This design comes from an exercise in tuning for small area on the open sky130 flow, not from production work. In this exercise RTL edits were held to simulation tests only and were not proved equivalent to the original. No driver is modelled on the clock port, so clocking that relies on it looks cheaper here than on a real chip. Power is estimated from default activity; no workload was simulated.

==> job 3020 <==
==> flow/design.v <==
`timescale 1 ps / 1 ps
module niosv_reset_looper (
	input  wire        clk,
	input  wire        reset,
	input  wire [11:0] csr_sub_araddr,
	input  wire [2:0]  csr_sub_arprot,
	output wire        csr_sub_arready,
	input  wire        csr_sub_arvalid,
	input  wire [11:0] csr_sub_awaddr,
	input  wire [2:0]  csr_sub_awprot,
	output wire        csr_sub_awready,
	input  wire        csr_sub_awvalid,
	input  wire        csr_sub_bready,
	output wire [1:0]  csr_sub_bresp,
	output wire        csr_sub_bvalid,
	output wire [31:0] csr_sub_rdata,
	input  wire        csr_sub_rready,
	output wire [1:0]  csr_sub_rresp,
	output wire        csr_sub_rvalid,
	input  wire [31:0] csr_sub_wdata,
	output wire        csr_sub_wready,
	input  wire [3:0]  csr_sub_wstrb,
	input  wire        csr_sub_wvalid,
	input  wire [11:0] looper_sub_araddr,
	input  wire [2:0]  looper_sub_arprot,
	output wire        looper_sub_arready,
	input  wire        looper_sub_arvalid,
	input  wire [11:0] looper_sub_awaddr,
	input  wire [2:0]  looper_sub_awprot,
	output wire        looper_sub_awready,
	input  wire        looper_sub_awvalid,
	input  wire        looper_sub_bready,
	output wire [1:0]  looper_sub_bresp,
	output wire        looper_sub_bvalid,
	output wire [31:0] looper_sub_rdata,
	input  wire        looper_sub_rready,
	output wire [1:0]  looper_sub_rresp,
	output wire        looper_sub_rvalid,
	input  wire [31:0] looper_sub_wdata,
	output wire        looper_sub_wready,
	input  wire [3:0]  looper_sub_wstrb,
	input  wire        looper_sub_wvalid
);
reg lw_aw, lw_w, lw_b;
assign looper_sub_bresp   = 2'b00;
assign looper_sub_awready = ~lw_aw;
assign looper_sub_wready  = ~lw_w;
assign looper_sub_bvalid  = lw_b;
always @ (posedge clk or posedge reset) begin
if(reset) begin
	lw_aw <= 1'b0;
	lw_w <= 1'b0;
	lw_b <= 1'b0;
end else begin
	if(~lw_aw & looper_sub_awvalid) lw_aw <= 1'b1;
	if(~lw_w & looper_sub_wvalid) lw_w <= 1'b1;
	if(lw_aw & lw_w & ~lw_b) lw_b <= 1'b1;
	if(looper_sub_bready & lw_b) begin
		lw_aw <= 1'b0;
		lw_w <= 1'b0;
		lw_b <= 1'b0;
	end
end
end
reg        lr_ar, lr_r;
reg [11:0] l_addr;
wire       l_proc = lr_ar & ~lr_r;
always @ (posedge clk) begin
	l_addr <= looper_sub_araddr;
end
always @ (posedge clk or posedge reset) begin
if(reset) begin
	lr_ar <= 1'b0;
	lr_r <= 1'b0;
end else begin
	if(~lr_ar & looper_sub_arvalid) lr_ar <= 1'b1;
	if(l_proc) lr_r <= 1'b1;
	if(looper_sub_rready & lr_r) begin
		lr_ar <= 1'b0;
		lr_r <= 1'b0;
	end
end
end
reg        cw_aw, cw_w, cw_b;
reg        c_aw4, c_aw8;
reg [31:0] c_wdata;
reg [ 3:0] c_wstrb;
wire       c_apply = cw_aw & cw_w & ~cw_b;
assign csr_sub_bresp   = 2'b00;
assign csr_sub_awready = ~cw_aw;
assign csr_sub_wready  = ~cw_w;
assign csr_sub_bvalid  = cw_b;
always @ (posedge clk) begin
	if(~cw_aw) begin
		c_aw4 <= (csr_sub_awaddr == 12'h004);
		c_aw8 <= (csr_sub_awaddr == 12'h008);
	end
	if(~cw_w) begin
		c_wdata <= csr_sub_wdata;
		c_wstrb <= csr_sub_wstrb;
	end
end
always @ (posedge clk or posedge reset) begin
if(reset) begin
	cw_aw <= 1'b0;
	cw_w <= 1'b0;
	cw_b <= 1'b0;
end else begin
	if(~cw_aw & csr_sub_awvalid) cw_aw <= 1'b1;
	if(~cw_w & csr_sub_wvalid) cw_w <= 1'b1;
	if(c_apply) cw_b <= 1'b1;
	if(csr_sub_bready & cw_b) begin
		cw_aw <= 1'b0;
		cw_w <= 1'b0;
		cw_b <= 1'b0;
	end
end
end
reg  cr_ar, cr_r;
reg  c_ar0, c_ar4;
wire c_proc = cr_ar & ~cr_r;
always @ (posedge clk) begin
	c_ar0 <= (csr_sub_araddr == 12'h000);
	c_ar4 <= (csr_sub_araddr == 12'h004);
end
always @ (posedge clk or posedge reset) begin
if(reset) begin
	cr_ar <= 1'b0;
	cr_r <= 1'b0;
end else begin
	if(~cr_ar & csr_sub_arvalid) cr_ar <= 1'b1;
	if(c_proc) cr_r <= 1'b1;
	if(csr_sub_rready & cr_r) begin
		cr_ar <= 1'b0;
		cr_r <= 1'b0;
	end
end
end
reg        jump_enable;
reg        jump_abort;
reg        lui_exec;
reg        jalr_exec;
reg        addr_field_valid;
reg [31:0] jump_addr_reg;
reg [19:0] l_hi;
reg        t1, t0;
reg        l_a0;
wire a_is0 = (l_addr == 12'h000);
wire a_is4 = (l_addr == 12'h004);
wire do_lui  = a_is0 & jump_enable & ~lui_exec;
wire do_jalr = a_is4 & jump_enable & lui_exec;
wire [11:0] l_imm = -l_addr;
wire        l_nz = ~a_is0;
wire [19:0] lui_hi = jump_addr_reg[31:12] + {19'd0, jump_addr_reg[11]};
always @ (posedge clk or posedge reset) begin
if(reset) begin
	l_hi <= 20'd0;
	t1 <= 1'b0;
	t0 <= 1'b0;
	l_a0 <= 1'b0;
end else if(l_proc) begin
	l_a0 <= l_addr[0];
	if(do_lui) begin
		l_hi <= lui_hi;
		t1 <= 1'b0;
		t0 <= 1'b1;
	end else if(do_jalr) begin
		l_hi <= {jump_addr_reg[11:0], 8'h08};
		t1 <= 1'b1;
		t0 <= 1'b0;
	end else begin
		l_hi <= {l_nz, l_imm[10:1], l_imm[11], {8{l_nz}}};
		t1 <= 1'b1;
		t0 <= 1'b1;
	end
end
end
wire t_jal  = t1 & t0;
wire t_lui  = t0 & ~t1;
wire t_jalr = t1 & ~t0;
wire t_any  = t1 | t0;
assign looper_sub_rresp  = 2'b00;
assign looper_sub_arready = ~lr_ar;
assign looper_sub_rvalid = lr_r;
assign looper_sub_rdata  = {l_hi, 4'b0000, t_lui, t1, t_any, t_lui, t_jal, t_any, t_any, t_any};
wire [11:0] j_imm = {l_hi[8], l_hi[18:9], l_a0};
wire [11:0] j_addr = -j_imm;
wire [11:0] last_addr_field = ({12{t_jal}} & j_addr) | {9'd0, t_jalr, 2'b00};
always @ (posedge clk or posedge reset) begin
if(reset) begin
	jump_enable <= 1'b0;
	jump_abort <= 1'b0;
	lui_exec <= 1'b0;
	jalr_exec <= 1'b0;
	addr_field_valid <= 1'b0;
	jump_addr_reg <= 32'h00000000;
end else begin
	if(c_apply) begin
		if(c_aw4) begin
			if(c_wstrb[1]) jump_enable <= c_wdata[12];
			jump_abort <= 1'b0;
			lui_exec <= 1'b0;
			jalr_exec <= 1'b0;
			addr_field_valid <= 1'b0;
		end
		if(c_aw8) begin
			if(c_wstrb[0]) jump_addr_reg[ 7: 0] <= c_wdata[ 7: 0];
			if(c_wstrb[1]) jump_addr_reg[15: 8] <= c_wdata[15: 8];
			if(c_wstrb[2]) jump_addr_reg[23:16] <= c_wdata[23:16];
			if(c_wstrb[3]) jump_addr_reg[31:24] <= c_wdata[31:24];
		end
	end
	if(l_proc) begin
		if(jump_enable & ~lui_exec) begin
			if(a_is0) begin
				lui_exec <= 1'b1;
			end else if(~a_is4) begin
				jump_enable <= 1'b0;
				jump_abort <= 1'b1;
			end
		end
		if(jump_enable & lui_exec) begin
			jump_enable <= 1'b0;
			if(a_is4) jalr_exec <= 1'b1;
			else jump_abort <= 1'b1;
		end
		addr_field_valid <= 1'b1;
	end
end
end
reg [31:0] csr_rdata_reg;
wire [31:0] status_rd = {15'd0, addr_field_valid, jalr_exec, lui_exec, jump_abort, jump_enable, last_addr_field};
wire [31:0] control_rd = {19'd0, jump_enable, 12'd0};
wire [31:0] read_regs = c_ar0 ? status_rd : c_ar4 ? control_rd : jump_addr_reg;
always @ (posedge clk or posedge reset) begin
if(reset) begin
	csr_rdata_reg <= 32'h00000000;
end else if(c_proc) begin
	csr_rdata_reg <= read_regs;
end
end
assign csr_sub_rresp   = 2'b00;
assign csr_sub_arready = ~cr_ar;
assign csr_sub_rvalid  = cr_r;
assign csr_sub_rdata   = csr_rdata_reg;
endmodule
==> flow/flow/run.sh <==
#!/bin/bash
# The standard ORFS layout (standard.sh) with these changes:
#  - synthesis maps logic with an area-oriented ABC script (flow/synth.tcl);
#  - ports are buffered with buf_1;
#  - CTS uses small clock buffers and no dummy load cells.
set -euo pipefail
here=$(pwd)
export AREA_ABC_SCRIPT=$here/flow/area.abc
export BUFFER_PORTS_ARGS="-buffer_cell sky130_fd_sc_hd__buf_1"
export CTS_ARGS="-sink_clustering_enable -repair_clock_nets -dont_use_dummy_load -buf_list sky130_fd_sc_hd__clkbuf_8"
sed "s#SYNTH_SCRIPT=[^ ]*#SYNTH_SCRIPT=$here/flow/synth.tcl#" standard.sh > area_flow.sh
bash area_flow.sh > orfs_flow.log 2>&1
==> flow/flow/area.abc <==
&get -n
&st
&dch
&nf -R 1000
&put
strash
dch
map -a
&get -n
&st
&dch
&nf -R 1000
&put
==> flow/flow/synth.tcl <==
# synth_recipe.tcl with one change: ABC maps the logic with flow/area.abc
# (area-oriented) instead of ORFS's speed script. Flip-flops are mapped
# before ABC runs, so registers are the same as the standard synthesis.
proc synth {args} { yosys synth -nofsm -noshare {*}$args }
proc abc {args} {
  set i [lsearch $args -script]
  lset args [expr {$i + 1}] $::env(AREA_ABC_SCRIPT)
  yosys abc {*}$args
}
source $::env(SCRIPTS_DIR)/synth.tcl
# left out here: clear keep_hierarchy, flatten, clean up, hide names made inside functions, write 1_2_yosys.v
==> flow/standard.sh <==
#!/bin/bash
# synth_recipe.tcl (not shown) runs the flow's synth.tcl, then flattens the netlist and writes it again
# the make line also repeats each setting of config.mk as NAME=value (left out here)
make -C /OpenROAD-flow-scripts/flow DESIGN_CONFIG=/design/flow/config.mk WORK_HOME=/design/flow/orfs CLKGATE_MAP_FILE= SYNTH_SCRIPT=/design/flow/synth_recipe.tcl "${@:-finish}"
==> flow/config.mk <==
export PLATFORM = sky130hd
export DESIGN_NAME = niosv_reset_looper
export DESIGN_NICKNAME = niosv_reset_looper
export VERILOG_FILES = /design/flow/design.v
export SDC_FILE = /design/flow/constraint.sdc
export NUM_CORES = 4
export LEC_CHECK = 0
export CAP_MARGIN = 20
export CORE_MARGIN = 2
export CORE_UTILIZATION = 35
export SLEW_MARGIN = 20
==> flow/constraint.sdc <==
create_clock -name core_clock -period 5.0 [get_ports {clk}]
set_input_delay 1.0000 -clock core_clock [delete_from_list [all_inputs] [get_ports {clk}]]
set_output_delay 1.0000 -clock core_clock [all_outputs]
set_load 0.01 [all_outputs]
==> inputs of job 3387, as changes to job 3020 <==
--- a/flow/design.v
+++ b/flow/design.v
@@ -153,4 +153,7 @@
 wire        l_nz = ~a_is0;
 wire [19:0] lui_hi = jump_addr_reg[31:12] + {19'd0, jump_addr_reg[11]};
+always @ (posedge clk) begin
+	if(l_proc) l_a0 <= l_addr[0];
+end
 always @ (posedge clk or posedge reset) begin
 if(reset) begin
@@ -158,7 +161,5 @@
 	t1 <= 1'b0;
 	t0 <= 1'b0;
-	l_a0 <= 1'b0;
 end else if(l_proc) begin
-	l_a0 <= l_addr[0];
 	if(do_lui) begin
 		l_hi <= lui_hi;
==> flow/flow/run.sh (replaced) <==
#!/bin/bash
# The standard ORFS layout (standard.sh) with these changes:
#  - synthesis maps logic with an area-oriented ABC script (flow/synth.tcl);
#  - ports are buffered with buf_1;
#  - one tie cell drives all constant outputs (no per-load tie cells);
#  - CTS builds the tree from clkbuf_4 (root clkbuf_8) without dummy load
#    cells, then leaf buffers with a large fanout are upsized to clkbuf_8
#    (flow/clk_upsize.tcl) to keep flip-flop clock slews low.
set -euo pipefail
here=$(pwd)
export AREA_ABC_SCRIPT=$here/flow/area.abc
export SKIP_REPAIR_TIE_FANOUT=1
export BUFFER_PORTS_ARGS="-buffer_cell sky130_fd_sc_hd__buf_1"
export CTS_ARGS="-sink_clustering_enable -repair_clock_nets -dont_use_dummy_load -buf_list sky130_fd_sc_hd__clkbuf_4 -root_buf sky130_fd_sc_hd__clkbuf_8"
sed "s#SYNTH_SCRIPT=[^ ]*#SYNTH_SCRIPT=$here/flow/synth.tcl#" standard.sh > area_flow.sh
bash area_flow.sh cts > orfs_flow_to_cts.log 2>&1
RESULTS_DIR=$(ls -d $here/orfs/results/*/niosv_reset_looper/base) openroad -no_init -exit $here/flow/clk_upsize.tcl > clk_upsize.log 2>&1
bash area_flow.sh > orfs_flow.log 2>&1
==> flow/flow/clk_upsize.tcl (new file) <==
# Upsize the clock tree's leaf buffers that drive many flip-flops
# (fanout >= 10) from clkbuf_4 to clkbuf_8, then re-legalize placement.
set results $::env(RESULTS_DIR)
read_db $results/4_cts.odb
set block [ord::get_db_block]
set big [[ord::get_db] findMaster sky130_fd_sc_hd__clkbuf_8]
foreach inst [$block getInsts] {
  if {[[$inst getMaster] getName] ne "sky130_fd_sc_hd__clkbuf_4"} { continue }
  set net [[$inst findITerm X] getNet]
  if {$net eq "NULL" || [$net getSigType] ne "CLOCK"} { continue }
  set fanout [expr {[llength [$net getITerms]] - 1}]
  if {$fanout >= 10} {
    puts "upsizing [$inst getName] (fanout $fanout)"
    $inst swapMaster $big
  }
}
detailed_placement
check_placement -verbose
write_db $results/4_cts.odb
==> notes.md <==
Job 3387 passed the timing, DRC and antenna checks. Job 3020 finished with timing, DRC and antenna clean. In job 3020 the critical path depth is lower than in job 3387, by 3. Of job 3020 and job 3387, job 3020 has the higher core utilization (gap 0.61 points). Sequential power is about the same in job 3387 and job 3020. Of job 3020 and job 3387, job 3387 has the higher sequential share of layout area (gap 0.87 points). Final area: job 3020 is larger than job 3387 (1.5%). Against job 3020, the die area of job 3387 is lower by about 0.23%. In job 3020 the clock skew is lower than in job 3387, by 0.016 ns. Against job 3020, the global-route usage of job 3387 is lower by 0.059 points.
==> figures <==
item                                                                  job 3020             job 3387
Endpoint of the most critical register-to-register path   l_hi[13]$_DFFE_PP0P_  l_hi[5]$_DFFE_PP0P_
DRC marker count from the first detailed-route iteration                   322                  304
Top achievable clock speed                                             307 MHz              315 MHz
Min Hold Slack                                                        0.455 ns             0.448 ns
Met1 Use GR                                                              0.228                0.224
Clock network power consumption                                       0.692 mW             0.603 mW
Share of the synthesized area in the top cell type                       0.407                0.404
Chip width                                                              138 um               138 um
Worst reg2reg setup slack                                              1.74 ns              1.82 ns
Post-synthesis area per instance                                    12.0 sq um           12.1 sq um
Status                                        no timing/DRC/antenna violations  no timing/DRC/antenna violations
Number of multi-input combinational cells in the layout                    344                  327
Routed vias/inst                                                          5.17                 5.10
Stages on worst setup path                                                   8                   11
Global-route wire length before repair                                 24.6 mm              24.5 mm
Global-route usage over all layers                                       0.175                0.174
Mux contribution to synthesized area                                    0.0606               0.0574

==> re-timing with driven ports <==
The results above use ideal ports. As a check the final layouts listed here were re-extracted and re-timed, cells and wires unchanged. Step 1 assumes that a clkbuf_16 drives the clock port and a buf_2 every other input. Step 2 times the ports against the registers' clock, not the clock port: input delays grow and output delays shrink by t, the midpoint of the rising clock arrivals with the driver on. Three values: ideal, step 1, step 2; two values: the first two.
run | t, ns | setup slack, ns | worst hold slack (ns) | worst slew at a driven data input, ns | cell pins on the clock port's net
job 3020 | 0.472 | 1.744 / 1.744 / 1.744 | 0.455 / 0.455 / 0.455 | 0.04 | 1
job 3387 | 0.460 | 1.825 / 1.825 / 1.825 | 0.448 / 0.448 / 0.448 | 0.04 | 1
After both steps setup and hold are still met in every run listed.
